Background: an optimization exercise with open tools, aiming at small area. Do not read the settings as production practice.
In this exercise RTL edits were held to simulation tests only and were not proved equivalent to the original.
The flow treats the clock pin as an ideal source, which a real chip does not have.

===== standard.sh =====
#!/bin/bash
# synth_recipe.tcl (not shown) runs the flow's synth.tcl, then flattens the netlist and writes it again
# the make line also repeats each setting of config.mk as NAME=value (left out here)
make -C /OpenROAD-flow-scripts/flow DESIGN_CONFIG=/design/flow/config.mk WORK_HOME=/design/flow/orfs CLKGATE_MAP_FILE= SYNTH_SCRIPT=/design/flow/synth_recipe.tcl "${@:-finish}"

===== flow/run.sh =====
#!/bin/bash
# The standard layout (standard.sh), with five changes to how the
# layout is made:
#  - after floorplanning, every combinational cell from synthesis is swapped
#    to the smallest cell of its kind (flow/downsize.tcl); the later repair
#    steps size cells up again where timing, slew or load need it;
#  - the constant outputs share synthesis's one tie cell instead of getting
#    a tie cell each (SKIP_REPAIR_TIE_FANOUT=1);
#  - the port buffers are buf_1 cells;
#  - the clock tree uses clkbuf_8 and no dummy loads;
#  - after clock tree synthesis, clock buffers are swapped to smaller ones
#    while every flip-flop clock pin keeps a slew under 110 ps
#    (flow/clkdown.tcl).
# Each step's full output goes to its own log file in this folder.
set -euo pipefail
RES="$PWD/orfs/results/sky130hd/iob_axil_macc/base"
ARGS=(
  "BUFFER_PORTS_ARGS=-buffer_cell sky130_fd_sc_hd__buf_1"
  "SKIP_REPAIR_TIE_FANOUT=1"
  "CTS_ARGS=-sink_clustering_enable -repair_clock_nets -dont_use_dummy_load -buf_list sky130_fd_sc_hd__clkbuf_8 -sink_clustering_size 30"
)
bash standard.sh "${ARGS[@]}" floorplan > standard_floorplan.log 2>&1
DS_ODB="$RES/2_floorplan.odb" openroad -no_init -exit flow/downsize.tcl > downsize.log 2>&1
bash standard.sh "${ARGS[@]}" cts > standard_cts.log 2>&1
PLATFORM_DIR="$FLOW_HOME/platforms/sky130hd" CD_ODB="$RES/4_cts.odb" CD_SDC="$RES/4_cts.sdc" \
  CLK_SLEW_TARGET=0.110 openroad -no_init -exit flow/clkdown.tcl > clkdown.log 2>&1
bash standard.sh "${ARGS[@]}" finish > standard_finish.log 2>&1

===== config.mk =====
export PLATFORM = sky130hd
export DESIGN_NAME = iob_axil_macc
export DESIGN_NICKNAME = iob_axil_macc
export VERILOG_FILES = /design/flow/design.v
export SDC_FILE = /design/flow/constraint.sdc
export NUM_CORES = 4
export LEC_CHECK = 0
export CAP_MARGIN = 20
export CORE_MARGIN = 2
export CORE_UTILIZATION = 60
export SLEW_MARGIN = 20
export SYNTH_HIERARCHICAL = 1
export SYNTH_MINIMUM_KEEP_SIZE = 0

===== flow/downsize.tcl =====
# Swap every combinational cell of the synthesized netlist to the smallest
# cell of the same kind (same base name and pins), before placement.  The
# flow's own repair steps then size up only what timing, slew or load need.
read_db $::env(DS_ODB)
set db [ord::get_db]
set block [ord::get_db_block]
set masters {}
foreach lib [$db getLibs] {
  foreach m [$lib getMasters] { dict set masters [$m getName] $m }
}
proc pins_of {m} {
  set p {}
  foreach t [$m getMTerms] { lappend p [$t getName] }
  return [lsort $p]
}
set swapped 0
set saved 0
foreach inst [$block getInsts] {
  set m [$inst getMaster]
  set name [$m getName]
  if {![regexp {^sky130_fd_sc_hd__([a-z0-9]+)_([0-9]+)$} $name -> base size]} { continue }
  if {[regexp {^(df|edf|sdf|dl|clk|conb|tap|fill|decap|lpflow|probe|diode|ebuf|einv)} $base]} { continue }
  set best $m
  set area [expr {[$m getWidth] * [$m getHeight]}]
  dict for {cn cm} $masters {
    if {![regexp "^sky130_fd_sc_hd__${base}_\[0-9\]+\$" $cn]} { continue }
    set a [expr {[$cm getWidth] * [$cm getHeight]}]
    if {$a < $area && [pins_of $cm] eq [pins_of $m]} { set best $cm; set area $a }
  }
  if {$best ne $m} {
    set saved [expr {$saved + [$m getWidth] * [$m getHeight] - $area}]
    $inst swapMaster $best
    incr swapped
  }
}
puts "downsize: swapped $swapped cells, saved [expr {$saved / 1.0e6}] um2"
write_db $::env(DS_ODB)

===== constraint.sdc =====
create_clock -name core_clock -period 5.0 [get_ports {clk_i}]
set_input_delay 1.0000 -clock core_clock [delete_from_list [all_inputs] [get_ports {clk_i}]]
set_output_delay 1.0000 -clock core_clock [all_outputs]
set_load 0.01 [all_outputs]

===== flow/clkdown.tcl =====
set plat $::env(PLATFORM_DIR)
read_liberty $plat/lib/sky130_fd_sc_hd__tt_025C_1v80.lib
read_db $::env(CD_ODB)
read_sdc $::env(CD_SDC)
source $plat/setRC.tcl
set_propagated_clock [all_clocks]
set target $::env(CLK_SLEW_TARGET)
proc worst_clk_slew {} {
  estimate_parasitics -placement
  set w 0
  foreach pin [all_registers -clock_pins] {
    foreach e {rise fall} {
      set s [get_property $pin slew_max_$e]
      if {$s > $w} { set w $s }
    }
  }
  return $w
}
set block [ord::get_db_block]
set db [ord::get_db]
proc master {name} {
  foreach lib [$::db getLibs] {
    set m [$lib findMaster $name]
    if {$m ne "NULL"} { return $m }
  }
  return NULL
}
puts "clkdown: start worst clock-pin slew [worst_clk_slew]"
set order {sky130_fd_sc_hd__clkbuf_16 sky130_fd_sc_hd__clkbuf_8 sky130_fd_sc_hd__clkbuf_4 sky130_fd_sc_hd__clkbuf_2}
set saved 0
foreach inst [$block getInsts] {
  set m [[$inst getMaster] getName]
  set i [lsearch $order $m]
  if {$i < 0} { continue }
  # only the clock tree's buffers
  set onet [[$inst findITerm X] getNet]
  if {$onet eq "NULL" || [$onet getSigType] ne "CLOCK"} { continue }
  set cur [$inst getMaster]
  for {set j [expr {$i + 1}]} {$j < [llength $order]} {incr j} {
    set cand [master [lindex $order $j]]
    $inst swapMaster $cand
    set w [worst_clk_slew]
    if {$w > $target} {
      $inst swapMaster $cur
      break
    }
    set saved [expr {$saved + [$cur getWidth] - [$cand getWidth]}]
    set cur $cand
  }
}
puts "clkdown: saved [expr {$saved * 2.72 / 1000.0}] um2, worst clock-pin slew [worst_clk_slew]"
write_db $::env(CD_ODB)

===== design.v =====
`timescale 1ns / 1ps
module iob_reg_ca #(
   parameter DATA_W  = 1,
   parameter RST_VAL = {DATA_W{1'b0}}
) (
   input                   clk_i,
   input                   cke_i,
   input                   arst_i,
   input      [DATA_W-1:0] data_i,
   output reg [DATA_W-1:0] data_o
);
   always @(posedge clk_i, negedge arst_i) begin
      if (!arst_i) begin
         data_o <= RST_VAL;
      end else if (cke_i) begin
         data_o <= data_i;
      end
   end
endmodule
`timescale 1ns / 1ps
module iob_reg_cae #(
   parameter DATA_W  = 1,
   parameter RST_VAL = {DATA_W{1'b0}}
) (
   input                   clk_i,
   input                   cke_i,
   input                   arst_i,
   input                   en_i,
   input      [DATA_W-1:0] data_i,
   output reg [DATA_W-1:0] data_o
);
   always @(posedge clk_i, negedge arst_i) begin
      if (!arst_i) begin
         data_o <= RST_VAL;
      end else if (cke_i & en_i) begin
         data_o <= data_i;
      end
   end
endmodule
`timescale 1ns / 1ps
module iob_reverse #(
   parameter DATA_W = 21
) (
   input  [DATA_W-1:0] data_i,
   output [DATA_W-1:0] data_o
);
   genvar pos;
   generate
      for (pos = 0; pos < DATA_W; pos = pos + 1) begin : reverse
         assign data_o[pos] = data_i[(DATA_W-1)-pos];
      end
   endgenerate
endmodule
`timescale 1ns / 1ps
module iob_prio_enc #(
   parameter W    = 21,
   parameter MODE = "LOW"
) (
   input      [          W-1:0] unencoded_i,
   output reg [$clog2(W+1)-1:0] encoded_o
);
   wire [W+1-1:0] unencoded_int;
   assign unencoded_int = {(~(|unencoded_i)), unencoded_i};
   integer pos;
   generate
      if (MODE == "LOW") begin : gen_low_prio
         always @* begin
            encoded_o = 1'b0;   
            for (pos = W; pos != -1; pos = pos - 1) begin
               if (unencoded_int[pos]) begin
                  encoded_o = pos[$clog2(W)-1:0];
               end
            end
         end
      end else begin : gen_highest_prio   
         always @* begin
            encoded_o = 1'b0;   
            for (pos = {W{1'd0}}; pos < (W + 1); pos = pos + 1) begin
               if (unencoded_int[pos]) begin
                  encoded_o = pos[$clog2(W)-1:0];
               end
            end
         end
      end
   endgenerate
endmodule
`timescale 1ns / 1ps
module iob_ctls #(
   parameter W      = 21,
   parameter MODE   = 0,    
   parameter SYMBOL = 0     
) (
   input  [          W-1:0] data_i,
   output [$clog2(W+1)-1:0] count_o
);
   wire [W-1:0] data_int1;
   generate
      if (SYMBOL == 0) begin : g_zeros
         assign data_int1 = data_i;
      end else begin : g_ones
         assign data_int1 = ~data_i;
      end
   endgenerate
   wire [W-1:0] data_int2;
   generate
      if (MODE == 1) begin : g_reverse
         iob_reverse #(W) reverse0 (
            .data_i(data_int1),
            .data_o(data_int2)
         );
      end else begin : g_noreverse
         assign data_int2 = data_int1;
      end
   endgenerate
   iob_prio_enc #(
      .W   (W),
      .MODE("LOW")
   ) prio_encoder0 (
      .unencoded_i(data_int2),
      .encoded_o  (count_o)
   );
endmodule
`timescale 1ns / 1ps
module iob_axil2iob #(
   parameter AXIL_ADDR_W = 21,            
   parameter AXIL_DATA_W = 21,            
   parameter ADDR_W      = AXIL_ADDR_W,   
   parameter DATA_W      = AXIL_DATA_W    
) (
   input                      clk_i,
   input                      cke_i,
   input                      arst_i,
   input  [  AXIL_ADDR_W-1:0] axil_araddr_i,
   input                      axil_arvalid_i,
   output                     axil_arready_o,
   output [  AXIL_DATA_W-1:0] axil_rdata_o,
   output [            2-1:0] axil_rresp_o,
   output                     axil_rvalid_o,
   input                      axil_rready_i,
   input  [  AXIL_ADDR_W-1:0] axil_awaddr_i,
   input                      axil_awvalid_i,
   output                     axil_awready_o,
   input  [  AXIL_DATA_W-1:0] axil_wdata_i,
   input  [AXIL_DATA_W/8-1:0] axil_wstrb_i,
   input                      axil_wvalid_i,
   output                     axil_wready_o,
   output [            2-1:0] axil_bresp_o,
   output                     axil_bvalid_o,
   input                      axil_bready_i,
   output                     iob_valid_o,
   output [       ADDR_W-1:0] iob_addr_o,
   output [       DATA_W-1:0] iob_wdata_o,
   output [     DATA_W/8-1:0] iob_wstrb_o,
   input                      iob_rvalid_i,
   input  [       DATA_W-1:0] iob_rdata_i,
   input                      iob_ready_i,
   output                     iob_rready_o
);
   localparam WSTRB_W = DATA_W / 8;
   wire [ADDR_W-1:0] iob_addr;
   wire              iob_addr_en;
   assign axil_wready_o = iob_ready_i;
   assign axil_bresp_o  = 2'b0;
   wire axil_bvalid_nxt;
   assign axil_bvalid_nxt = (iob_valid_o & (|iob_wstrb_o)) ? iob_ready_i : (axil_bvalid_o & ~axil_bready_i);
   assign axil_arready_o = iob_ready_i;
   assign axil_rresp_o = 2'b0;
   assign axil_rvalid_o = iob_rvalid_i;
   assign axil_rdata_o = iob_rdata_i;
   assign iob_valid_o = axil_wvalid_i | axil_arvalid_i;
   assign iob_addr_o = axil_arvalid_i ? axil_araddr_i : axil_awvalid_i ? axil_awaddr_i : iob_addr;
   assign iob_wdata_o = axil_wdata_i;
   assign iob_wstrb_o = axil_wvalid_i ? axil_wstrb_i : {WSTRB_W{1'b0}};
   assign iob_rready_o = axil_rready_i;
   assign iob_addr_en = axil_arvalid_i | axil_awvalid_i;
   iob_reg_ca #(
      .DATA_W (1),
      .RST_VAL(0)
   ) iob_reg_bvalid (
      .clk_i (clk_i),
      .cke_i (cke_i),
      .arst_i(arst_i),
      .data_i(axil_bvalid_nxt),
      .data_o(axil_bvalid_o)
   );
   iob_reg_cae #(
      .DATA_W (ADDR_W),
      .RST_VAL(0)
   ) iob_reg_addr (
      .clk_i (clk_i),
      .cke_i (cke_i),
      .arst_i(arst_i),
      .en_i  (iob_addr_en),
      .data_i(iob_addr_o),
      .data_o(iob_addr)
   );
   wire awready_en;
   wire axil_awready_nxt;
   assign awready_en       = axil_awready_o ? axil_awvalid_i : (axil_bvalid_o & axil_bready_i);
   assign axil_awready_nxt = ~axil_awready_o;   
   iob_reg_cae #(
      .DATA_W (1),
      .RST_VAL(1)
   ) iob_reg_awready (
      .clk_i (clk_i),
      .cke_i (cke_i),
      .arst_i(arst_i),
      .en_i  (awready_en),
      .data_i(axil_awready_nxt),
      .data_o(axil_awready_o)
   );
endmodule
`timescale 1ns / 1ps
module iob_axil_macc_csrs #(
   parameter ADDR_W = 4,   
   parameter DATA_W = 32
) (
   input                 clk_i,
   input                 cke_i,
   input                 arst_i,
   input  [       2-1:0] axil_araddr_i,
   input                 axil_arvalid_i,
   output                axil_arready_o,
   output [  DATA_W-1:0] axil_rdata_o,
   output [       2-1:0] axil_rresp_o,
   output                axil_rvalid_o,
   input                 axil_rready_i,
   input  [       2-1:0] axil_awaddr_i,
   input                 axil_awvalid_i,
   output                axil_awready_o,
   input  [  DATA_W-1:0] axil_wdata_i,
   input  [DATA_W/8-1:0] axil_wstrb_i,
   input                 axil_wvalid_i,
   output                axil_wready_o,
   output [       2-1:0] axil_bresp_o,
   output                axil_bvalid_o,
   input                 axil_bready_i,
   output                en_o,
   input                 done_i,
   output                load_o,
   output [       8-1:0] a_o,
   output [       8-1:0] b_o,
   input  [      16-1:0] c_i
);
   wire                internal_iob_valid;
   wire [  ADDR_W-1:0] internal_iob_addr;
   wire [  DATA_W-1:0] internal_iob_wdata;
   wire [DATA_W/8-1:0] internal_iob_wstrb;
   wire                internal_iob_rvalid;
   wire [  DATA_W-1:0] internal_iob_rdata;
   wire                internal_iob_ready;
   wire                internal_iob_rready;
   wire                state;
   reg                 state_nxt;
   wire                write_en;
   wire [  ADDR_W-1:0] internal_iob_addr_stable;
   wire [  ADDR_W-1:0] internal_iob_addr_reg;
   wire                internal_iob_addr_reg_en;
   wire                en_wdata;
   wire                en_wen;
   wire                load_wdata;
   wire                load_wen;
   wire [       8-1:0] a_wdata;
   wire                a_wen;
   wire [       8-1:0] b_wdata;
   wire                b_wen;
   wire                iob_rvalid_out;
   reg                 iob_rvalid_nxt;
   wire [      32-1:0] iob_rdata_out;
   reg  [      32-1:0] iob_rdata_nxt;
   wire                iob_ready_out;
   reg                 iob_ready_nxt;
   reg                 iob_addr_i_0_8;
   reg                 iob_addr_i_4_16;
   reg                 iob_addr_i_8_0;
   function [31:0] iob_max;
      input [31:0] a;
      input [31:0] b;
      begin
         if (a > b) iob_max = a;
         else iob_max = b;
      end
   endfunction
   function [31:0] iob_min;
      input [31:0] a;
      input [31:0] b;
      begin
         if (a < b) iob_min = a;
         else iob_min = b;
      end
   endfunction
   function [31:0] iob_cshift_left;
      input [31:0] DATA;
      input integer DATA_W;
      input integer SHIFT;
      begin
         iob_cshift_left = (DATA << SHIFT) | (DATA >> (DATA_W - SHIFT));
      end
   endfunction
   function [31:0] iob_cshift_right;
      input [31:0] DATA;
      input integer DATA_W;
      input integer SHIFT;
      begin
         iob_cshift_right = (DATA >> SHIFT) | (DATA << (DATA_W - SHIFT));
      end
   endfunction
   localparam WSTRB_W = DATA_W / 8;
   localparam WAIT_REQ = 1'd0;
   localparam WAIT_RVALID = 1'd1;
   assign internal_iob_addr_reg_en = (state == WAIT_REQ);
   assign internal_iob_addr_stable = (state == WAIT_RVALID) ? internal_iob_addr_reg : internal_iob_addr;
   assign write_en = |internal_iob_wstrb;
   wire [($clog2(WSTRB_W)+1)-1:0] byte_offset;
   iob_ctls #(
      .W     (WSTRB_W),
      .MODE  (0),
      .SYMBOL(0)
   ) bo_inst (
      .data_i (internal_iob_wstrb),
      .count_o(byte_offset)
   );
   wire [ADDR_W-1:0] waddr;
   assign waddr    = ((internal_iob_addr_stable>>$clog2((DATA_W/8)))<<$clog2((DATA_W/8))) + byte_offset;
   assign en_wdata = internal_iob_wdata[0+:1];
   wire en_addressed_w;
   assign en_addressed_w = (waddr >= 0) && (waddr < 1);
   assign en_wen         = internal_iob_valid & (write_en & en_addressed_w);
   iob_reg_cae #(
      .DATA_W (1),
      .RST_VAL(1'd0)
   ) en_datareg (
      .clk_i (clk_i),
      .cke_i (cke_i),
      .arst_i(arst_i),
      .en_i  (en_wen),
      .data_i(en_wdata),
      .data_o(en_o)
   );
   assign load_wdata = internal_iob_wdata[16+:1];
   wire load_addressed_w;
   assign load_addressed_w = (waddr >= 2) && (waddr < 3);
   assign load_wen         = internal_iob_valid & (write_en & load_addressed_w);
   iob_reg_cae #(
      .DATA_W (1),
      .RST_VAL(1'd0)
   ) load_datareg (
      .clk_i (clk_i),
      .cke_i (cke_i),
      .arst_i(arst_i),
      .en_i  (load_wen),
      .data_i(load_wdata),
      .data_o(load_o)
   );
   assign a_wdata = internal_iob_wdata[24+:8];
   wire a_addressed_w;
   assign a_addressed_w = (waddr >= 3) && (waddr < 4);
   assign a_wen         = internal_iob_valid & (write_en & a_addressed_w);
   iob_reg_cae #(
      .DATA_W (8),
      .RST_VAL(8'd0)
   ) a_datareg (
      .clk_i (clk_i),
      .cke_i (cke_i),
      .arst_i(arst_i),
      .en_i  (a_wen),
      .data_i(a_wdata),
      .data_o(a_o)
   );
   assign b_wdata = internal_iob_wdata[0+:8];
   wire b_addressed_w;
   assign b_addressed_w = (waddr >= 4) && (waddr < 5);
   assign b_wen         = internal_iob_valid & (write_en & b_addressed_w);
   iob_reg_cae #(
      .DATA_W (8),
      .RST_VAL(8'd0)
   ) b_datareg (
      .clk_i (clk_i),
      .cke_i (cke_i),
      .arst_i(arst_i),
      .en_i  (b_wen),
      .data_i(b_wdata),
      .data_o(b_o)
   );
   assign internal_iob_rvalid = iob_rvalid_out;
   assign internal_iob_rdata  = iob_rdata_out;
   assign internal_iob_ready  = iob_ready_out;
   wire [7:0] byte_aligned_done_i;
   assign byte_aligned_done_i = done_i;
   wire [15:0] byte_aligned_c_i;
   assign byte_aligned_c_i = c_i;
   always @* begin
      iob_rdata_nxt  = 32'd0;
      iob_addr_i_0_8 = (((internal_iob_addr_stable>>$clog2((DATA_W/8)))<<$clog2((DATA_W/8))) == 0);
      if (iob_addr_i_0_8) begin
         iob_rdata_nxt[8+:8] = byte_aligned_done_i | 8'd0;
      end
      iob_addr_i_4_16 = ((
      ((internal_iob_addr_stable>>$clog2((DATA_W/8)))<<$clog2((DATA_W/8)))
      >= 4) && (
      ((internal_iob_addr_stable>>$clog2((DATA_W/8)))<<$clog2((DATA_W/8)))
      < 8));
      if (iob_addr_i_4_16) begin
         iob_rdata_nxt[16+:16] = byte_aligned_c_i | 16'd0;
      end
      iob_addr_i_8_0 = (((internal_iob_addr_stable>>$clog2((DATA_W/8)))<<$clog2((DATA_W/8))) == 8);
      if (iob_addr_i_8_0) begin
         iob_rdata_nxt[0+:16] = 16'h0081 | 16'd0;
      end
      iob_ready_nxt  = 1'b0;
      iob_rvalid_nxt = 1'b0;
      state_nxt      = state;
      case (state)
         WAIT_REQ: begin
            if (internal_iob_valid & (!internal_iob_ready)) begin   
               iob_ready_nxt = 1'b1;
               if (iob_ready_nxt && (!write_en)) begin
                  state_nxt = WAIT_RVALID;
               end
            end
         end
         default: begin   
            if (internal_iob_rready & internal_iob_rvalid) begin   
               iob_rvalid_nxt = 1'b0;
               state_nxt      = WAIT_REQ;
            end else begin
               iob_rvalid_nxt = 1'b1;
            end
         end
      endcase
   end   
   iob_reg_cae #(
      .DATA_W (ADDR_W),
      .RST_VAL({ADDR_W{1'b0}})
   ) internal_addr_reg (
      .clk_i (clk_i),
      .cke_i (cke_i),
      .arst_i(arst_i),
      .en_i  (internal_iob_addr_reg_en),
      .data_i(internal_iob_addr),
      .data_o(internal_iob_addr_reg)
   );
   iob_reg_ca #(
      .DATA_W (1),
      .RST_VAL(1'b0)
   ) state_reg (
      .clk_i (clk_i),
      .cke_i (cke_i),
      .arst_i(arst_i),
      .data_i(state_nxt),
      .data_o(state)
   );
   iob_axil2iob #(
      .AXIL_ADDR_W(ADDR_W),
      .AXIL_DATA_W(DATA_W)
   ) iob_axil2iob_coverter (
      .clk_i         (clk_i),
      .cke_i         (cke_i),
      .arst_i        (arst_i),
      .axil_araddr_i ({axil_araddr_i, 2'b0}),
      .axil_arvalid_i(axil_arvalid_i),
      .axil_arready_o(axil_arready_o),
      .axil_rdata_o  (axil_rdata_o),
      .axil_rresp_o  (axil_rresp_o),
      .axil_rvalid_o (axil_rvalid_o),
      .axil_rready_i (axil_rready_i),
      .axil_awaddr_i ({axil_awaddr_i, 2'b0}),
      .axil_awvalid_i(axil_awvalid_i),
      .axil_awready_o(axil_awready_o),
      .axil_wdata_i  (axil_wdata_i),
      .axil_wstrb_i  (axil_wstrb_i),
      .axil_wvalid_i (axil_wvalid_i),
      .axil_wready_o (axil_wready_o),
      .axil_bresp_o  (axil_bresp_o),
      .axil_bvalid_o (axil_bvalid_o),
      .axil_bready_i (axil_bready_i),
      .iob_valid_o   (internal_iob_valid),
      .iob_addr_o    (internal_iob_addr),
      .iob_wdata_o   (internal_iob_wdata),
      .iob_wstrb_o   (internal_iob_wstrb),
      .iob_rvalid_i  (internal_iob_rvalid),
      .iob_rdata_i   (internal_iob_rdata),
      .iob_ready_i   (internal_iob_ready),
      .iob_rready_o  (internal_iob_rready)
   );
   iob_reg_ca #(
      .DATA_W (1),
      .RST_VAL(1'b0)
   ) rvalid_reg (
      .clk_i (clk_i),
      .cke_i (cke_i),
      .arst_i(arst_i),
      .data_i(iob_rvalid_nxt),
      .data_o(iob_rvalid_out)
   );
   iob_reg_ca #(
      .DATA_W (32),
      .RST_VAL(32'b0)
   ) rdata_reg (
      .clk_i (clk_i),
      .cke_i (cke_i),
      .arst_i(arst_i),
      .data_i(iob_rdata_nxt),
      .data_o(iob_rdata_out)
   );
   iob_reg_ca #(
      .DATA_W (1),
      .RST_VAL(1'b0)
   ) ready_reg (
      .clk_i (clk_i),
      .cke_i (cke_i),
      .arst_i(arst_i),
      .data_i(iob_ready_nxt),
      .data_o(iob_ready_out)
   );
endmodule
`timescale 1ns / 1ps
module iob_axil_macc #(
   parameter DATA_W = 32
) (
   input                 clk_i,
   input                 cke_i,
   input                 arst_i,
   input  [       2-1:0] iob_csrs_axil_araddr_i,
   input                 iob_csrs_axil_arvalid_i,
   output                iob_csrs_axil_arready_o,
   output [  DATA_W-1:0] iob_csrs_axil_rdata_o,
   output [       2-1:0] iob_csrs_axil_rresp_o,
   output                iob_csrs_axil_rvalid_o,
   input                 iob_csrs_axil_rready_i,
   input  [       2-1:0] iob_csrs_axil_awaddr_i,
   input                 iob_csrs_axil_awvalid_i,
   output                iob_csrs_axil_awready_o,
   input  [  DATA_W-1:0] iob_csrs_axil_wdata_i,
   input  [DATA_W/8-1:0] iob_csrs_axil_wstrb_i,
   input                 iob_csrs_axil_wvalid_i,
   output                iob_csrs_axil_wready_o,
   output [       2-1:0] iob_csrs_axil_bresp_o,
   output                iob_csrs_axil_bvalid_o,
   input                 iob_csrs_axil_bready_i
);
   wire          arvalid = iob_csrs_axil_arvalid_i;
   wire          awvalid = iob_csrs_axil_awvalid_i;
   wire          wvalid = iob_csrs_axil_wvalid_i;
   wire [   3:0] wstrb = iob_csrs_axil_wstrb_i;
   wire [  31:0] wdata = iob_csrs_axil_wdata_i;
   reg           st;
   reg           rdy;
   reg           bvalid;
   reg           awready;
   reg  [   1:0] addr_q;   
   reg  [   1:0] ia;   
   wire          rvalid = st & ~rdy;
   wire          valid = wvalid | arvalid;
   wire          we = wvalid & (|wstrb);
   wire [   1:0] addr = arvalid ? iob_csrs_axil_araddr_i :
                        awvalid ? iob_csrs_axil_awaddr_i : addr_q;
   wire [   1:0] as = st ? ia : addr;
   wire          w0 = wvalid & (as == 2'd0);
   wire          en_wen = w0 & wstrb[0];
   wire          load_wen = w0 & (wstrb[2:0] == 3'b100);
   wire          a_wen = w0 & (wstrb == 4'b1000);
   wire          b_wen = wvalid & (as == 2'd1) & wstrb[0];
   always @(posedge clk_i, negedge arst_i) begin
      if (!arst_i) begin
         st      <= 1'b0;
         rdy     <= 1'b0;
         bvalid  <= 1'b0;
         awready <= 1'b1;
         addr_q  <= 2'd0;
      end else if (cke_i) begin
         rdy     <= ~st & ~rdy & valid;
         st      <= st ? (rdy | ~iob_csrs_axil_rready_i) : (~rdy & valid & ~we);
         bvalid  <= we ? rdy : (bvalid & ~iob_csrs_axil_bready_i);
         if (awready ? awvalid : (bvalid & iob_csrs_axil_bready_i)) awready <= ~awready;
         addr_q  <= addr;
      end
   end
   always @(posedge clk_i) begin
      if (cke_i & ~st) ia <= addr;
   end
   reg           en;
   reg           load;
   reg  [   7:0] a;
   reg  [   7:0] b;
   wire          en_d;
   wire          load_d;
   wire [   7:0] a_d;
   wire [   7:0] b_d;
   macc_mux #(
      .W(1)
   ) en_mux (
      .s (cke_i & en_wen),
      .d0(en),
      .d1(wdata[0]),
      .y (en_d)
   );
   macc_mux #(
      .W(1)
   ) load_mux (
      .s (cke_i & load_wen),
      .d0(load),
      .d1(wdata[16]),
      .y (load_d)
   );
   macc_mux #(
      .W(8)
   ) a_mux (
      .s (cke_i & a_wen),
      .d0(a),
      .d1(wdata[31:24]),
      .y (a_d)
   );
   macc_mux #(
      .W(8)
   ) b_mux (
      .s (cke_i & b_wen),
      .d0(b),
      .d1(wdata[7:0]),
      .y (b_d)
   );
   always @(posedge clk_i, negedge arst_i) begin
      if (!arst_i) begin
         en   <= 1'b0;
         load <= 1'b0;
         a    <= 8'd0;
         b    <= 8'd0;
      end else begin
         en   <= en_d;
         load <= load_d;
         a    <= a_d;
         b    <= b_d;
      end
   end
   reg           en_int;
   reg  [   2:0] dn;
   reg           done_int;
   reg  [  15:0] accn;   
   reg  [  15:0] cqn;   
   reg           az;   
   reg           cz;   
   reg  [   7:0] a_s;
   reg  [   7:0] b_s;
   wire [  15:0] acc_sumn;
   wire [   3:0] bsel = dn[1] ? b_s[3:0] : b_s[7:4];
   wire          enp = en & ~en_int;
   macc_tree macc (
      .a (a_s),
      .bs(bsel),
      .xn(accn[15:4] | {12{~dn[2]}}),
      .mn(cqn | {16{load | cz | dn[1]}}),
      .qn(acc_sumn)
   );
   always @(posedge clk_i, negedge arst_i) begin
      if (!arst_i) begin
         en_int   <= 1'b0;
         dn       <= 3'd0;
         done_int <= 1'b0;
         az       <= 1'b1;
         cz       <= 1'b1;
      end else begin
         if (cke_i) begin
            en_int   <= en;
            dn       <= {dn[1:0], enp};
            done_int <= ~enp & (dn[2] | done_int);
            if (dn[2]) az <= 1'b0;
            if (~dn[2]) cz <= az;
         end
      end
   end
   always @(posedge clk_i) begin
      if (cke_i & (dn[1] | dn[2])) accn <= acc_sumn;
   end
   always @(posedge clk_i) begin
      if (cke_i & dn[0]) begin
         a_s <= a;
         b_s <= b;
      end
   end
   reg           dq;
   always @(posedge clk_i) begin
      if (cke_i) dq <= done_int;
      if (cke_i & ~dn[2]) cqn <= accn;
   end
   wire ia0 = (ia == 2'd0);
   wire ia1 = (ia == 2'd1);
   wire ia2 = (ia == 2'd2);
   assign iob_csrs_axil_rdata_o   = {~(cqn | {16{~ia1 | cz}}), 7'd0, dq & ia0, ia2, 6'd0, ia2};
   assign iob_csrs_axil_rresp_o   = 2'b0;
   assign iob_csrs_axil_rvalid_o  = rvalid;
   assign iob_csrs_axil_arready_o = rdy;
   assign iob_csrs_axil_wready_o  = rdy;
   assign iob_csrs_axil_awready_o = awready;
   assign iob_csrs_axil_bresp_o   = 2'b0;
   assign iob_csrs_axil_bvalid_o  = bvalid;
endmodule
module macc_mux #(
   parameter W = 1
) (
   input          s,
   input  [W-1:0] d0,
   input  [W-1:0] d1,
   output [W-1:0] y
);
   assign y = s ? d1 : d0;
endmodule
module macc_tree (
   input  [ 7:0] a,
   input  [ 3:0] bs,
   input  [11:0] xn,
   input  [15:0] mn,
   output [15:0] qn
);
   wire n1, n2;
   macc_xnor hs0 (mn[6], xn[6], n1);
   macc_or hc0 (mn[6], xn[6], n2);
   wire n3, n4;
   macc_fa u0 (mn[7], xn[7], ~(a[0] & bs[3]), n3, n4);
   wire n5, n6;
   macc_xnor hs1 (~(a[1] & bs[2]), ~(a[2] & bs[1]), n5);
   macc_or hc1 (~(a[1] & bs[2]), ~(a[2] & bs[1]), n6);
   wire n7, n8;
   macc_fa u1 (mn[8], xn[8], ~(a[1] & bs[3]), n7, n8);
   wire n9, n10;
   macc_fa u2 (~(a[2] & bs[2]), ~(a[3] & bs[1]), ~(a[4] & bs[0]), n9, n10);
   wire n11, n12;
   macc_fa u3 (mn[9], xn[9], ~(a[2] & bs[3]), n11, n12);
   wire n13, n14;
   macc_fa u4 (~(a[3] & bs[2]), ~(a[4] & bs[1]), ~(a[5] & bs[0]), n13, n14);
   wire n15, n16;
   macc_fa u5 (mn[10], xn[10], ~(a[3] & bs[3]), n15, n16);
   wire n17, n18;
   macc_fa u6 (~(a[4] & bs[2]), ~(a[5] & bs[1]), ~(a[6] & bs[0]), n17, n18);
   wire n19, n20;
   macc_fa u7 (mn[11], xn[11], ~(a[4] & bs[3]), n19, n20);
   wire n21, n22;
   macc_fa u8 (~(a[5] & bs[2]), ~(a[6] & bs[1]), ~(a[7] & bs[0]), n21, n22);
   wire n23, n24;
   macc_fa u9 (mn[12], ~(a[5] & bs[3]), ~(a[6] & bs[2]), n23, n24);
   wire n25, n26;
   macc_xnor hs2 (mn[5], xn[5], n25);
   macc_or hc2 (mn[5], xn[5], n26);
   wire n27, n28;
   macc_fa u10 (~(a[0] & bs[2]), ~(a[1] & bs[1]), ~(a[2] & bs[0]), n27, n28);
   wire n29, n30;
   macc_fa u11 (~(a[3] & bs[0]), n2, n5, n29, n30);
   wire n31, n32;
   macc_fa u12 (n6, n4, n7, n31, n32);
   wire n33, n34;
   macc_fa u13 (n10, n8, n11, n33, n34);
   wire n35, n36;
   macc_fa u14 (n12, n14, n15, n35, n36);
   wire n37, n38;
   macc_fa u15 (n16, n18, n19, n37, n38);
   wire n39, n40;
   macc_fa u16 (~(a[7] & bs[1]), n20, n22, n39, n40);
   wire n41, n42;
   macc_fa u17 (mn[13], ~(a[6] & bs[3]), ~(a[7] & bs[2]), n41, n42);
   wire n43, n44;
   macc_xnor hs3 (mn[4], xn[4], n43);
   macc_or hc3 (mn[4], xn[4], n44);
   wire n45, n46;
   macc_fa u18 (~(a[0] & bs[1]), ~(a[1] & bs[0]), n25, n45, n46);
   wire n47, n48;
   macc_fa u19 (n26, n1, n27, n47, n48);
   wire n49, n50;
   macc_fa u20 (n28, n3, n29, n49, n50);
   wire n51, n52;
   macc_fa u21 (n9, n30, n31, n51, n52);
   wire n53, n54;
   macc_fa u22 (n13, n32, n33, n53, n54);
   wire n55, n56;
   macc_fa u23 (n17, n34, n35, n55, n56);
   wire n57, n58;
   macc_fa u24 (n21, n36, n37, n57, n58);
   wire n59, n60;
   macc_fa u25 (n23, n38, n39, n59, n60);
   wire n61, n62;
   macc_fa u26 (n24, n41, n40, n61, n62);
   wire n63, n64;
   macc_fa u27 (mn[14], ~(a[7] & bs[3]), n42, n63, n64);
   wire n65, n66;
   macc_xnor hs4 (mn[0], xn[0], n65);
   macc_or hc4 (mn[0], xn[0], n66);
   wire n67, n68;
   macc_fa u28 (mn[1], xn[1], n66, n67, n68);
   wire n69, n70;
   macc_fa u29 (mn[2], xn[2], n68, n69, n70);
   wire n71, n72;
   macc_fa u30 (mn[3], xn[3], n70, n71, n72);
   wire n73, n74;
   macc_fa u31 (~(a[0] & bs[0]), n43, n72, n73, n74);
   wire [10:0] r0 = {mn[15], n62, n60, n58, n56, n54, n52, n50, n48, n46, n44};
   wire [10:0] r1 = {n64, n63, n61, n59, n57, n55, n53, n51, n49, n47, n45};
   wire [10:0] rs = r0 + r1 + n74;
   assign qn = {rs[10], rs[9], rs[8], rs[7], rs[6], rs[5], rs[4], rs[3], rs[2], rs[1], rs[0], n73, n71, n69, n67, n65};
endmodule
module macc_fa (
   input  x,
   input  y,
   input  z,
   output s,
   output c
);
   assign s = x ^ y ^ z;
   assign c = (x & y) | (x & z) | (y & z);
endmodule
module macc_ha (
   input  x,
   input  y,
   output s,
   output c
);
   assign s = x ^ y;
   assign c = x & y;
endmodule
module macc_xnor (
   input  x,
   input  y,
   output z
);
   assign z = ~(x ^ y);
endmodule
module macc_or (
   input  x,
   input  y,
   output z
);
   assign z = x | y;
endmodule

==> summary.txt, run 1 <==
worst-margin pin slew 0.848 ns; Final GP Congestion about 0.81; CP required roughly 5.2 ns; crit path launch cz; fin crit period about 4.5 ns; mapped cell area 4790 um^2; height of the die 93.4 um; fmax 220 MHz; GRT Util Overall between 20% and 30%; setup_tns 0 ns; Rel. slew slack 43.5%; largest net degree at the start of global routing 32; adder-cell share of the synthesized area 16.5%; die area 8720 um^2; final worst path period share 90.9%; Syn Nets 469; Inserted Clock Buffers 9; final slew viol count 0; DR WL/cell 16.2 um; worst-case reg-to-reg path depth 15; CTS tree done; Reg2Reg Launch Point cz; Tightest Hold Check Type reg2reg; FF+latch count, synth 82; final core occ 63.4%; largest family of logic cells by synthesized area adder cells; multiplexer share of the synthesized area 8.17%; GRT Residual Overflow 0; async set-reset flop share out of synthesis between 30% and 40%; clk sink count 82; flop-to-flop setup slack 0.45 ns; number of global-route vias before repair 2839; Max Cap Violations 0; Max clock buf depth 2; mean post-synth cell area 12.7 um^2; post-CTS resize count 0; crit path to accn[13]; Synth Flop Type edfxtp_1; Crit path arrival time ~4.8 ns; Synth Warn # 7; root buf cell clkbuf_8; top-level port count between 80 and 90; die width 93.4 um; WHS Path Cells 0; Clk Latency, worst-skew pair around 0.52 ns; Synth Area in Compound Gates 4.80%; design area 4900 um^2; r2r endpoint accn[13]; register area share after synthesis 48.2%; Vias/cell 5.38; row count 32; H-tree Lvls 3; antenna violations before repair 0; drt pass-1 iters 4; area delta synth->final 2.19%; EDFF count, synth 51; critical path class reg2reg; dpl cell area 4800 um^2; post-route insts no fill around 510; Post-Synthesis Cells 378; count of input and output buffers 56; Synth Area in Simple Gates 12.9%; clock slew seen by the registers of the worst setup and hold paths 0.10 ns; placed wire-length estimate 6380 um; DP Cell Count 502; antenna cells 0; Initial Util 62.0%; Vias 2747; critical-path maximum fanout 3; postcts setup bufs 0; share of cells above drive strength 1 7.09%; core area between 7000 and 8000 um^2; # setup viols final 0; Worst setup SP type flip-flop; Final Hold Slack ~0.42 ns; nets 502; hold_buf cts 0; Critical Path Sink Type flip-flop; Residual DRC 0; Post-Route WL 8290 um; final hold vios 0; status finished clean; first-pass GRT wire length 14000 um; Iter 0 DRT Violations 86; FILL cells 652; Synth Area in XOR/XNOR under 10%; Clock Skew 0.0296 ns; Antenna Nets Post-Route 0; RSZ-0062 raised after global routing no; Distinct cells, synth between 40 and 50
## through the flow
stage | setup WS [ns]
3_3_place_gp | 0.520
2_1_floorplan | 0.607
6_report | 0.454
4_1_cts | 0.425
3_5_place_dp | 0.451
5_1_grt | 0.140
## per-module statistics from Yosys (local to each module, per instance), a selection
| module | cell area [um^2] | times used | cells | flip-flops and latches |
|---|---|---|---|---|
| macc_xnor | 8.76 | 5 | 1 | 0 |
| macc_fa | 20.0 | 32 | 1 | 0 |
| macc_or | 6.26 | 5 | 1 | 0 |
| macc_tree | 628 | 1 | 103 | 0 |
| iob_axil_macc | 3160 | 1 | 213 | 82 |
## cell usage in the layout, fill, tap and decap left out, types with 2 or more instances in the layout
cell type	instances
nor2b_1	5
inv_1	10
nor3_1	3
nor2_1	23
clkbuf_2	2
mux2_2	9
a31oi_1	4
xnor2_1	12
a21oi_1	11
edfxtp_1	51
clkbuf_4	3
nand3_1	6
dfrtp_1	28
nand2b_1	24
or2b_1	6
o22ai_1	2
o21ai_0	7
mux2i_1	2
dfstp_2	3
or2_1	5
buf_1	55
buf_4	5
ha_1	9
o21a_1	2
clkbuf_8	5
mux2_1	18
fa_1	34
o31ai_1	2
nand2_1	46
xor2_1	3
## worst min-delay path by stage
stage	end	start
floorplan	cqn[0]	accn[0]
global placement	cqn[3]	accn[3]
detailed placement	cqn[3]	accn[3]
CTS	cqn[3]	accn[3]
global route	cqn[3]	accn[3]
finish	a_s[1]	a[1]
## cell type report
type	instances	area [um^2]	share of cell area, %
clock buffers	9	96.3	1.97
inverters	10	37.5	0.766
repair buffers	61	249	5.08
flip-flops and latches	82	2310	47.2
well taps	102	128	2.60
multi-input cells	247	2080	42.4
## logic make-up after synthesis
group                      after synthesis
adders and majority gates               43
other                                    1
muxes                                   29
xor gates and xnor gates                15
buffers and inverters                   49
DFF                                     82
and+or+nand+nor                        125
AOI/OAI and AO/OA                       34
## sequential cells by signal, summed over array words and instances, names as in the netlist, 2 cells and up
signal / flops
a: 8
accn: 16
ia: 2
dn: 3
b: 8
addr_q: 2
a_s: 8
cqn: 16
b_s: 8
## cells in the mapped netlist (3+ instances only)
library cell,instances,share of area (%)
mux2_4,18,5.6
a21oi_1,9,0.94
buf_6,4,0.94
inv_1,10,0.78
edfxtp_1,51,32
nand2b_1,24,3.1
dfstp_2,3,1.6
buf_4,26,4.1
fa_1,34,14
clkbuf_1,7,0.55
nor2b_1,5,0.65
mux2_2,9,2.1
o21ai_0,6,0.63
ha_1,9,2.3
dfrtp_1,28,15
nand2_1,46,3.6
xnor2_1,12,2.2
nand3_1,6,0.63
nor2_1,23,1.8
a31oi_1,4,0.52
or2b_1,6,0.94
xor2_1,3,0.55
or2_1,5,0.65
## metal layers
metal,vias to the layer above,global-route usage (%),routed length (um)
li1,1310,-,-
met3,14,4.51,431
met5,-,0,0
met1,1344,29.2,3720
met4,0,6.62,172
met2,79,35.0,3960
## worst max-delay path: stages, from the launching register on
cell	delay, ns
dfstp_2	0.38
nor3_1	0.34
nand2b_1	0.14
or2_1	0.25
fa_1	0.42
fa_1	0.42
fa_1	0.43
fa_1	0.42
fa_1	0.40
inv_1	0.09
fa_1	0.20
nand2b_1	0.14
a21oi_1	0.09
nor3_1	0.27
a21oi_1	0.12
xor2_1	0.16
==> run 2: changes to the inputs <==
--- a/config.mk
+++ b/config.mk
@@ -7,7 +7,7 @@
 export LEC_CHECK = 0
 export CAP_MARGIN = 20
 export CORE_MARGIN = 2
-export CORE_UTILIZATION = 60
+export CORE_UTILIZATION = 40
 export SLEW_MARGIN = 20
 export SYNTH_HIERARCHICAL = 1
 export SYNTH_MINIMUM_KEEP_SIZE = 0
==> run 2 against run 1 <==
Still clean. Worst setup slack got worse by 0.16 ns. Synthesized cell count unchanged. Register-to-register slack got worse by 0.16 ns. Critical path depth unchanged. Sequential share of layout area decreased by 0.45 points. Count of clock-buffer cells in the layout unchanged. Final cell count increased by 8.2%. Synthesized area unchanged.
==> summary.txt, run 2 <==
status finished clean; Tightest Hold Check Type reg2reg; share of cells above drive strength 1 7.09%; most common cell after layout, fill and taps aside buf_1; top-level port count 89; die width 113 um; largest net degree at the start of global routing 32; async set-reset flop share out of synthesis 37.8%; worst-margin pin slew 0.797 ns; postcts setup bufs 0; Inserted Clock Buffers 9; DP Cell Count 543; Antenna Nets Post-Route 0; setup_tns 0 ns; antenna violations before repair 1; H-tree Lvls 3; most numerous cell in the Yosys netlist edfxtp_1; final hold vios 0; Critical Path Sink Type flip-flop; Iter 0 DRT Violations 128; synth top area cells edfxtp_1 32%, dfrtp_1 15%, fa_1 14%, mux2_4 5.6%, buf_4 4.1%; share of the synthesized area in the top cell type 31.9%; placed wire-length estimate 6500 um; hold_buf cts 0; nets 502; CTS tree done; Post-Synthesis Cells 378; FF+latch count, synth 82; fin crit period 4.71 ns; final worst slack roughly 0.29 ns; clock slew seen by the registers of the worst setup and hold paths 0.09 ns; Setup Slack @ Placement 0.351 ns; RSZ-0062 raised after global routing no; critical-path maximum fanout 3; crit path cell chain nor3_1, nand2b_1, or2_1, fa_1, fa_1, fa_1, fa_1, fa_1, inv_1, fa_1, nand2b_1, a21oi_1, nor3_1, a21oi_1, xor2_1; Crit path arrival time ~4.9 ns; area delta synth->final 3.18%; # setup viols final 0; Max clock buf depth 2; Max Cap Violations 0; core area 11600 um^2; Final Hold Slack 0.428 ns; final worst path period share 94.1%; Synth Flop Type edfxtp_1; clk sink count 82; Worst path max stage delay roughly 0.44 ns; fmax 212 MHz; dpl cell area 4850 um^2; GRT Residual Overflow 0; count of input and output buffers 56; register area share after synthesis 48.2%; critical path class reg2reg; Rel. slew slack 46.9%; Post-Route WL 8340 um; root buf cell clkbuf_8; synth cell count leaders 51 x edfxtp_1, 46 x nand2_1, 34 x fa_1; most frequent cells in the layout 55 x buf_1, 51 x edfxtp_1, 46 x nand2_1, 34 x fa_1, 28 x dfrtp_1; CP required 5.21 ns; GRT Util Overall between 10% and 20%; final slew viol count 0; row count 39; Residual DRC 0; Final GP Congestion 0.865; Clock Skew 0.0312 ns; post-route insts no fill 553; DR WL/cell around 15 um; mean post-synth cell area 12.7 um^2; EDFF count, synth 51; Vias 2729; first-pass GRT wire length roughly 14000 um; height of the die 113 um; largest registers accn (16), cqn (16); number of global-route vias before repair 2756; Worst setup SP type flip-flop; Synth Warn # 7; drt pass-1 iters 4; Synth area leader edfxtp_1; Clk Latency, worst-skew pair 0.49 ns; cell mode on critical path fa_1; final core occ 42.8%; mapped cell area 4790 um^2; Initial Util 41.5%; Syn Nets 469; Distinct cells, synth 47; post-CTS resize count 0; die area approximately 13000 um^2; CP max-delay cell nor3_1; Vias/cell 4.93; design area 4950 um^2
==> run 2: cell counts after synthesis <==
No cell type changed its count.
==> run 2: worst paths after layout <==
path                            cells past startpoint  slack [ns]  startpoint       end
worst max-delay path                               15        0.29          cz  accn[13]
worst min register to register                      0        0.43     accn[0]    cqn[0]
worst max register to register                     15        0.29          cz  accn[13]
worst min-delay path                                0        0.43     accn[0]    cqn[0]
max in group asynchronous                           1        3.91      arst_i      b[4]
min in group asynchronous                           1        0.57      arst_i     dn[2]
==> run 2: kinds of logic (layout without fill, tap and decap cells) <==
family          count (synthesis)  after routing  synth area share [%]
fa+ha+maj                      43             43                  16.5
compound gates                 34             34                  4.80
other cells                     1              2                0.0782
simple gates                  125            125                  12.9
xor+xnor                       15             15                  2.74
flops                          82             82                  48.2
buf+inv                        49             80                  6.55
mux                            29             29                  8.17
==> run 2: layout make-up <==
type / count / area [um^2]
diodes: 1 / 2.50
clock buffers: 9 / 90.1
fillers: 1084 / 6620
inverters: 10 / 37.5
multi-input cells: 247 / 2080
flip-flops and latches: 82 / 2310
well taps: 143 / 179
repair buffers: 61 / 249
==> run 2: worst max-delay path, delay by kind of cell, from the launching register on <==
family	cells	cell delay, ns
AO/OA/AOI/OAI	2	0.24
XOR/XNOR	1	0.15
adder cells (fa/ha/maj)	6	2.29
buffers and inverters	1	0.09
flip-flops	1	0.38
AND/OR/NAND/NOR	5	1.28
==> run 2: modules after synthesis, one instance, submodules excluded, excerpt <==
module	cells	flip-flops and latches	times used
iob_axil_macc	213	82	1
macc_tree	103	0	1
macc_fa	1	0	32
macc_xnor	1	0	5
macc_or	1	0	5
==> run 2: layer usage <==
metal | routed length [um] | global-route usage [%] | vias to the layer above | share of wire [%]
met3 | 290 | 2.82 | 10 | 3.5
met2 | 3740 | 20.1 | 61 | 45
li1 | - | - | 1307 | -
met5 | 0 | 0 | - | 0
met4 | 131 | 4.88 | 0 | 1.6
met1 | 4170 | 20.6 | 1351 | 50
==> run 3: changes to the inputs <==
--- a/design.v
+++ b/design.v
@@ -712,88 +712,82 @@
    output [15:0] qn
 );
    wire n1, n2;
-   macc_xnor hs0 (mn[6], xn[6], n1);
-   macc_or hc0 (mn[6], xn[6], n2);
+   macc_fa u0 (mn[4], xn[4], ~(a[0] & bs[0]), n1, n2);
    wire n3, n4;
-   macc_fa u0 (mn[7], xn[7], ~(a[0] & bs[3]), n3, n4);
+   macc_fa u1 (mn[5], xn[5], ~(a[0] & bs[1]), n3, n4);
    wire n5, n6;
-   macc_xnor hs1 (~(a[1] & bs[2]), ~(a[2] & bs[1]), n5);
-   macc_or hc1 (~(a[1] & bs[2]), ~(a[2] & bs[1]), n6);
+   macc_fa u2 (~(a[1] & bs[0]), n2, n3, n5, n6);
    wire n7, n8;
-   macc_fa u1 (mn[8], xn[8], ~(a[1] & bs[3]), n7, n8);
+   macc_fa u3 (mn[6], xn[6], ~(a[0] & bs[2]), n7, n8);
    wire n9, n10;
-   macc_fa u2 (~(a[2] & bs[2]), ~(a[3] & bs[1]), ~(a[4] & bs[0]), n9, n10);
+   macc_fa u4 (~(a[1] & bs[1]), ~(a[2] & bs[0]), n4, n9, n10);
    wire n11, n12;
-   macc_fa u3 (mn[9], xn[9], ~(a[2] & bs[3]), n11, n12);
+   macc_fa u5 (n7, n6, n9, n11, n12);
    wire n13, n14;
-   macc_fa u4 (~(a[3] & bs[2]), ~(a[4] & bs[1]), ~(a[5] & bs[0]), n13, n14);
+   macc_fa u6 (mn[7], xn[7], ~(a[0] & bs[3]), n13, n14);
    wire n15, n16;
-   macc_fa u5 (mn[10], xn[10], ~(a[3] & bs[3]), n15, n16);
+   macc_fa u7 (~(a[1] & bs[2]), ~(a[2] & bs[1]), ~(a[3] & bs[0]), n15, n16);
    wire n17, n18;
-   macc_fa u6 (~(a[4] & bs[2]), ~(a[5] & bs[1]), ~(a[6] & bs[0]), n17, n18);
+   macc_fa u8 (n8, n13, n15, n17, n18);
    wire n19, n20;
-   macc_fa u7 (mn[11], xn[11], ~(a[4] & bs[3]), n19, n20);
+   macc_fa u9 (n10, n17, n12, n19, n20);
    wire n21, n22;
-   macc_fa u8 (~(a[5] & bs[2]), ~(a[6] & bs[1]), ~(a[7] & bs[0]), n21, n22);
+   macc_fa u10 (mn[8], xn[8], ~(a[1] & bs[3]), n21, n22);
    wire n23, n24;
-   macc_fa u9 (mn[12], ~(a[5] & bs[3]), ~(a[6] & bs[2]), n23, n24);
+   macc_fa u11 (~(a[2] & bs[2]), ~(a[3] & bs[1]), ~(a[4] & bs[0]), n23, n24);
    wire n25, n26;
-   macc_xnor hs2 (mn[5], xn[5], n25);
-   macc_or hc2 (mn[5], xn[5], n26);
+   macc_fa u12 (n14, n16, n21, n25, n26);
    wire n27, n28;
-   macc_fa u10 (~(a[0] & bs[2]), ~(a[1] & bs[1]), ~(a[2] & bs[0]), n27, n28);
+   macc_fa u13 (n23, n18, n25, n27, n28);
    wire n29, n30;
-   macc_fa u11 (~(a[3] & bs[0]), n2, n5, n29, n30);
+   macc_fa u14 (mn[9], xn[9], ~(a[2] & bs[3]), n29, n30);
    wire n31, n32;
-   macc_fa u12 (n6, n4, n7, n31, n32);
+   macc_fa u15 (~(a[3] & bs[2]), ~(a[4] & bs[1]), ~(a[5] & bs[0]), n31, n32);
    wire n33, n34;
-   macc_fa u13 (n10, n8, n11, n33, n34);
+   macc_fa u16 (n22, n24, n29, n33, n34);
    wire n35, n36;
-   macc_fa u14 (n12, n14, n15, n35, n36);
+   macc_fa u17 (n31, n26, n33, n35, n36);
    wire n37, n38;
-   macc_fa u15 (n16, n18, n19, n37, n38);
+   macc_fa u18 (mn[10], xn[10], ~(a[3] & bs[3]), n37, n38);
    wire n39, n40;
-   macc_fa u16 (~(a[7] & bs[1]), n20, n22, n39, n40);
+   macc_fa u19 (~(a[4] & bs[2]), ~(a[5] & bs[1]), ~(a[6] & bs[0]), n39, n40);
    wire n41, n42;
-   macc_fa u17 (mn[13], ~(a[6] & bs[3]), ~(a[7] & bs[2]), n41, n42);
+   macc_fa u20 (n30, n32, n37, n41, n42);
    wire n43, n44;
-   macc_xnor hs3 (mn[4], xn[4], n43);
-   macc_or hc3 (mn[4], xn[4], n44);
+   macc_fa u21 (n39, n34, n41, n43, n44);
    wire n45, n46;
-   macc_fa u18 (~(a[0] & bs[1]), ~(a[1] & bs[0]), n25, n45, n46);
+   macc_fa u22 (mn[11], xn[11], ~(a[4] & bs[3]), n45, n46);
    wire n47, n48;
-   macc_fa u19 (n26, n1, n27, n47, n48);
+   macc_fa u23 (~(a[5] & bs[2]), ~(a[6] & bs[1]), ~(a[7] & bs[0]), n47, n48);
    wire n49, n50;
-   macc_fa u20 (n28, n3, n29, n49, n50);
+   macc_fa u24 (n38, n40, n45, n49, n50);
    wire n51, n52;
-   macc_fa u21 (n9, n30, n31, n51, n52);
+   macc_fa u25 (n47, n42, n49, n51, n52);
    wire n53, n54;
-   macc_fa u22 (n13, n32, n33, n53, n54);
+   macc_fa u26 (mn[12], ~(a[5] & bs[3]), ~(a[6] & bs[2]), n53, n54);
    wire n55, n56;
-   macc_fa u23 (n17, n34, n35, n55, n56);
+   macc_fa u27 (~(a[7] & bs[1]), n46, n48, n55, n56);
    wire n57, n58;
-   macc_fa u24 (n21, n36, n37, n57, n58);
+   macc_fa u28 (n53, n50, n55, n57, n58);
    wire n59, n60;
-   macc_fa u25 (n23, n38, n39, n59, n60);
+   macc_fa u29 (mn[13], ~(a[6] & bs[3]), ~(a[7] & bs[2]), n59, n60);
    wire n61, n62;
-   macc_fa u26 (n24, n41, n40, n61, n62);
+   macc_fa u30 (n54, n59, n56, n61, n62);
    wire n63, n64;
-   macc_fa u27 (mn[14], ~(a[7] & bs[3]), n42, n63, n64);
+   macc_fa u31 (mn[14], ~(a[7] & bs[3]), n60, n63, n64);
    wire n65, n66;
-   macc_xnor hs4 (mn[0], xn[0], n65);
-   macc_or hc4 (mn[0], xn[0], n66);
+   macc_xnor hs0 (mn[0], xn[0], n65);
+   macc_or hc0 (mn[0], xn[0], n66);
    wire n67, n68;
-   macc_fa u28 (mn[1], xn[1], n66, n67, n68);
+   macc_fa u32 (mn[1], xn[1], n66, n67, n68);
    wire n69, n70;
-   macc_fa u29 (mn[2], xn[2], n68, n69, n70);
+   macc_fa u33 (mn[2], xn[2], n68, n69, n70);
    wire n71, n72;
-   macc_fa u30 (mn[3], xn[3], n70, n71, n72);
-   wire n73, n74;
-   macc_fa u31 (~(a[0] & bs[0]), n43, n72, n73, n74);
-   wire [10:0] r0 = {mn[15], n62, n60, n58, n56, n54, n52, n50, n48, n46, n44};
-   wire [10:0] r1 = {n64, n63, n61, n59, n57, n55, n53, n51, n49, n47, n45};
-   wire [10:0] rs = r0 + r1 + n74;
-   assign qn = {rs[10], rs[9], rs[8], rs[7], rs[6], rs[5], rs[4], rs[3], rs[2], rs[1], rs[0], n73, n71, n69, n67, n65};
+   macc_fa u34 (mn[3], xn[3], n70, n71, n72);
+   wire [11:0] r0 = {mn[15], n63, n58, n52, n44, n36, n28, n27, n19, n11, n5, n1};
+   wire [11:0] r1 = {n64, n62, n61, n57, n51, n43, n35, n20, 1'b1, 1'b1, 1'b1, 1'b1};
+   wire [11:0] rs = r0 + r1 + n72;
+   assign qn = {rs[11], rs[10], rs[9], rs[8], rs[7], rs[6], rs[5], rs[4], rs[3], rs[2], rs[1], rs[0], n71, n69, n67, n65};
 endmodule
 module macc_fa (
    input  x,
==> run 3 against run 2 <==
Still clean on timing, DRC and antenna. Core utilization down 0.35 points. Routed wire length fell by 2.8%. Synthesized area decreased by 1.1%. Design area decreased by 1.2%. Critical endpoint is now accn[14]. Highest routed layer unchanged.
==> summary.txt, run 3 <==
clock slew seen by the registers of the worst setup and hold paths 0.10 ns; post-route insts no fill 538; Tightest Hold Check Type reg2reg; Inserted Clock Buffers 9; root buf cell clkbuf_8; critical hold path startpoint done_int; # setup viols final 0; top-level port count 89; Synth Area in Compound Gates 4.91%; worst-margin pin slew 0.867 ns; first-pass GRT wire length 13700 um; final hold vios 0; CP max-delay cell dfrtp_1; Synth Area in XOR/XNOR 1.85%; adder-cell share of the synthesized area between 10% and 20%; flop-to-flop setup slack 0.45 ns; Worst path max stage delay roughly 0.5 ns; Max Cap Violations 0; RSZ-0062 raised after global routing no; placed wire-length estimate 6400 um; Initial Util 41.2%; number of global-route vias before repair 2791; core area 11500 um^2; async set-reset flop share out of synthesis approximately 38%; final worst path period share 90.9%; crit path cell chain mux2_2, nand2_1, fa_1, fa_1, fa_1, fa_1, nor3b_1, o211ai_1, a311o_1, a21oi_1, xnor2_1; Final GP Congestion a little under 0.8; CTS tree done; fmax 220 MHz; Final Hold Slack 0.418 ns; antenna violations before repair 0; Vias/cell 4.95; worst-case reg-to-reg path depth 11; register area share after synthesis 48.7%; synth top area cells edfxtp_1 32%, dfrtp_1 15%, fa_1 15%, mux2_4 5.7%, buf_4 4.0%; design area 4890 um^2; area delta synth->final 3.01%; share of cells above drive strength 1 6.84%; DR WL/cell 15.1 um; largest registers accn (16), cqn (16); mapped cell area ~4700 um^2; Clock Skew 0.0406 ns; hold_buf cts 0; mean post-synth cell area 13.0 um^2; GRT Util Overall 13.8%; Post-Synthesis Cells 365; fin crit period approximately 4.5 ns; antenna cells 0; Clk Latency, worst-skew pair 0.53 ns; CP required roughly 5.3 ns; Distinct cells, synth 50; Iter 0 DRT Violations 126; FF+latch count, synth 82; die width 113 um; most common cell after layout, fill and taps aside buf_1; GRT Residual Overflow 0; die area about 13000 um^2; Max clock buf depth 2; Residual DRC 0; cell mode on critical path fa_1; Worst setup SP type flip-flop; Synth Area in Simple Gates 12.7%; dpl cell area roughly 4800 um^2; Worst path top cell family by delay adder cells; multiplexer share of the synthesized area 8.26%; H-tree Lvls 3; Setup Slack @ Placement 0.373 ns; critical-path maximum fanout 8; post-CTS resize count 0; critical path class reg2reg; hold endpoint dq; FILL cells between 1000 and 1500; largest net degree at the start of global routing 32; count of input and output buffers 56; postcts setup bufs 0; Synth Flop Type edfxtp_1; r2r endpoint accn[14]; drt pass-1 iters 15; EDFF count, synth 51; Critical Path Sink Type flip-flop; WP buf/inv 0; status finished clean; DP Cell Count 529; Vias 2664; Synth area leader edfxtp_1; setup_tns 0 ns; height of the die approximately 110 um; Rel. slew slack 41.9%; Antenna Nets Post-Route 0; Syn Nets 457; share of the synthesized area in the top cell type 32.3%; final core occ 42.4%; Post-Route WL roughly 8000 um; final slew viol count 0; largest family of logic cells by synthesized area adder cells; final worst slack between 0.4 and 0.5 ns; row count 39; Reg2Reg Launch Point dn[1]; Crit path arrival time a little under 5 ns; most frequent cells in the layout 55 x buf_1, 51 x edfxtp_1, 45 x nand2_1, 35 x fa_1, 28 x dfrtp_1; Synth Warn # 7; most numerous cell in the Yosys netlist edfxtp_1; synth cell count leaders 51 x edfxtp_1, 45 x nand2_1, 35 x fa_1; clk sink count approximately 80; nets 489; WHS Path Cells 0
==> run 3: cell families (layout without fill, tap and decap cells) <==
family,Yosys count,count (layout)
simple gates,118,118
xor+xnor,10,10
compound gates,35,35
mux,29,29
fa+ha+maj,44,44
flops,82,82
buf+inv,46,76
other cells,1,1
==> run 3: per-module statistics from Yosys, one instance, submodules excluded, a selection <==
module | cells | flip-flops and latches | cell area [um^2]
macc_xnor | 1 | 0 | 8.76
macc_or | 1 | 0 | 6.26
iob_axil_macc | 213 | 82 | 3160
macc_tree | 95 | 0 | 577
macc_fa | 1 | 0 | 20.0
==> run 3: how the worst max path moves through the flow <==
stage	to	start	slack, ns	cells after the start
detailed placement	accn[14]	dn[1]	0.37	15
global placement	accn[14]	dn[1]	0.46	11
finish	accn[14]	dn[1]	0.45	11
global route	accn[14]	dn[1]	0.13	15
CTS	accn[14]	dn[1]	0.35	11
floorplan	accn[14]	dn[1]	0.80	14
==> run 3: layout make-up <==
class	instances	area, um^2	share of cell area (%)
clock buffer	9	96.3	1.97
sequential	82	2310	47.3
multi-input combinational	237	2040	41.7
timing repair buffer	59	234	4.79
tap	143	179	3.66
inverter	8	30.0	0.615
==> run 3: per-layer routing <==
layer / global-route usage, % / up-vias / routed length [um]
li1: - / 1272 / -
met1: 18.9 / 1307 / 3680
met2: 21.7 / 74 / 3860
met3: 3.27 / 11 / 404
met4: 5.04 / 0 / 153
met5: 0 / - / 0
==> run 3: worst reg2reg max path, stage by stage (launching register included) <==
cell and delay (ns):
dfrtp_1 0.51, mux2_2 0.47, nand2_1 0.12, fa_1 0.44
fa_1 0.43, fa_1 0.45, fa_1 0.51, nor3b_1 0.49
o211ai_1 0.25, a311o_1 0.40, a21oi_1 0.18, xnor2_1 0.08
==> run 4: changes to the inputs <==
--- a/config.mk
+++ b/config.mk
@@ -7,7 +7,7 @@
 export LEC_CHECK = 0
 export CAP_MARGIN = 20
 export CORE_MARGIN = 2
-export CORE_UTILIZATION = 40
+export CORE_UTILIZATION = 50
 export SLEW_MARGIN = 20
 export SYNTH_HIERARCHICAL = 1
 export SYNTH_MINIMUM_KEEP_SIZE = 0
==> run 4 against run 3 <==
Still clean on timing, DRC and antenna. Synthesized area stayed put. Die area fell by 19%. Flip-flop and latch count unchanged. Global-route usage rose by 2.9 points. Hold slack improved by 0.010 ns. Design area fell by 0.54%. First-iteration DRC count down 18%. Register-to-register slack gained 0.10 ns.
==> summary.txt, run 4 <==
Final GP Congestion 0.808; CTS tree done; Worst path max stage delay 0.52 ns; # setup viols final 0; Max Cap Violations 0; share of the synthesized area in the top cell type between 30% and 40%; largest net degree at the start of global routing 32; postcts setup bufs 0; Seq. cell area 2310 um^2; critical-path maximum fanout 8; Vias 2623; Max clock buf depth 2; Post-Route WL slightly below 8000 um; nets 489; antenna violations before repair 0; H-tree Lvls 3; area delta synth->final 2.45%; post-CTS resize count 0; hold_buf cts 0; EDFF count, synth 51; fmax 225 MHz; CP max-delay cell dfrtp_1; GRT Util Overall 16.7%; async set-reset flop share out of synthesis 37.8%; count of input and output buffers 56; Synth area leader edfxtp_1; Residual DRC 0; CP required about 5.3 ns; synth cell count leaders 51 x edfxtp_1, 45 x nand2_1, 35 x fa_1; Iter 0 DRT Violations about 100; placed wire-length estimate 6150 um; FF+latch count, synth 82; clk sink count a little over 80; critical path class reg2reg; final core occ 52.6%; final worst slack about 0.55 ns; Syn Nets 457; register area share after synthesis between 40% and 50%; most common cell after layout, fill and taps aside buf_1; Post-Synthesis Cells 365; Clk Latency, worst-skew pair 0.49 ns; Synth Flop Type edfxtp_1; core area about 9200 um^2; first-pass GRT wire length 13100 um; height of the die 101 um; Rel. slew slack 47.6%; Initial Util 51.3%; final hold vios 0; Synth Warn # 7; clock slew seen by the registers of the worst setup and hold paths 0.10 ns; antenna cells 0; setup_tns 0 ns; die area 10300 um^2; Tightest Hold Check Type reg2reg; RSZ-0062 raised after global routing no; root buf cell clkbuf_8; synth top area cells edfxtp_1 32%, dfrtp_1 15%, fa_1 15%, mux2_4 5.7%, buf_4 4.0%; Worst setup SP type flip-flop; Setup Slack @ Placement 0.525 ns; most frequent cells in the layout 55 x buf_1, 51 x edfxtp_1, 45 x nand2_1, 35 x fa_1, 28 x dfrtp_1; footprint of the multi-input gates slightly above 2000 um^2; top-level port count 89; share of cells above drive strength 1 approximately 6.6%; Antenna Nets Post-Route 0; mapped cell area around 4700 um^2; crit path cell chain mux2_2, nand2_1, fa_1, fa_1, fa_1, fa_1, nor3b_1, o211ai_1, a311o_1, a21oi_1, xnor2_1; row count 35; FILL cells 835; Vias/cell around 5; status finished clean; largest registers accn (16), cqn (16); final slew viol count 0; worst-margin pin slew ~0.8 ns; die width approximately 100 um; final worst path period share 88.9%; fin crit period 4.45 ns; Critical Path Sink Type flip-flop; DR WL/cell approximately 15 um; number of global-route vias before repair 2654; drt pass-1 iters 4; Clock Skew 0.0282 ns; cell mode on critical path fa_1; mean post-synth cell area 13.0 um^2; Crit path arrival time 4.70 ns; GRT Residual Overflow 0; Distinct cells, synth 50; most numerous cell in the Yosys netlist edfxtp_1; Inserted Clock Buffers 9
[run 4: cell counts after synthesis]
No cell type changed its count.
[run 4: cells by family after synthesis]
kind of cell,after synthesis,share of synthesized area [%]
other cells,1,0.0791
buf+inv,46,6.30
fa+ha+maj,44,17.1
xor+xnor,10,1.85
simple gates,118,12.7
mux,29,8.26
compound gates,35,4.91
flops,82,48.7
[run 4: final cells by class]
class	count	share of cell area [%]
Sequential cell	82	47.6
Clock buffer	9	1.85
Multi-Input combinational cell	237	41.8
Timing Repair Buffer	59	4.81
Tap cell	129	3.32
Inverter	8	0.618
[run 4: critical path: cells and delay by family (launching register included)]
kind	cells	cell delay (ns)
flops	1	0.52
xor+xnor	1	0.07
mux	1	0.46
fa+ha+maj	4	1.85
simple gates	2	0.55
compound gates	3	0.79
[run 4: modules after synthesis (local to each module, per instance), a selection]
module,cells inside,flip-flops and latches,copies in the design
iob_axil_macc,213,82,1
macc_tree,95,0,1
macc_fa,1,0,35
macc_or,1,0,1
macc_xnor,1,0,1
[run 4: worst paths after layout]
kind,from,end,slack (ns),depth (start not counted)
max,dn[1],accn[14],0.55,11
min,accn[3],cqn[3],0.43,0
max reg2reg,dn[1],accn[14],0.55,11
min reg2reg,accn[3],cqn[3],0.43,0
max in group asynchronous,arst_i,b[6],3.93,1
min in group asynchronous,arst_i,dn[2],0.56,1
[run 4: per-stage QoR]
stage | cell area [um^2] | hold slack [ns] | cells
2_1_floorplan | 4740 | 0.400 | 365
3_3_place_gp | 4770 | 0.404 | 515
3_5_place_dp | 4770 | 0.407 | 515
4_1_cts | 4890 | 0.422 | 524
5_1_grt | 4860 | 0.442 | 524
6_report | 4860 | 0.429 | 524
[run 4: layer usage]
metal | share of wire [%] | GRT usage (%)
met1 | 49 | 24.8
met2 | 45 | 24.8
met3 | 5.4 | 4.00
met4 | 0.93 | 5.09
met5 | 0 | 0

[afterwards: timing with drivers on the ports]
The flow's constraints put no driver on any port. The routed layouts listed below were extracted and timed again, unchanged, in two steps.
Step 1, drivers: a clkbuf_16 drives clk_i and a buf_2 each remaining input, both assumed.
Step 2 times the ports against the registers' clock, not the clock port: input delays grow and output delays shrink by t, the midpoint of the rising clock arrivals with the driver on.
Three values: no drivers, after step 1, after step 2; two values: the first two.
run | t, ns | setup WS [ns] | clock arrival spread, ns
run 1 | 0.522 | 0.454 / 0.454 / 0.454 | 0.030 / 0.029
run 2 | 0.500 | 0.294 / 0.294 / 0.294 | 0.031 / 0.031
run 3 | 0.542 | 0.453 / 0.453 / 0.453 | 0.041 / 0.041
run 4 | 0.508 | 0.554 / 0.554 / 0.554 | 0.029 / 0.028
After both steps every run listed still meets setup and hold.
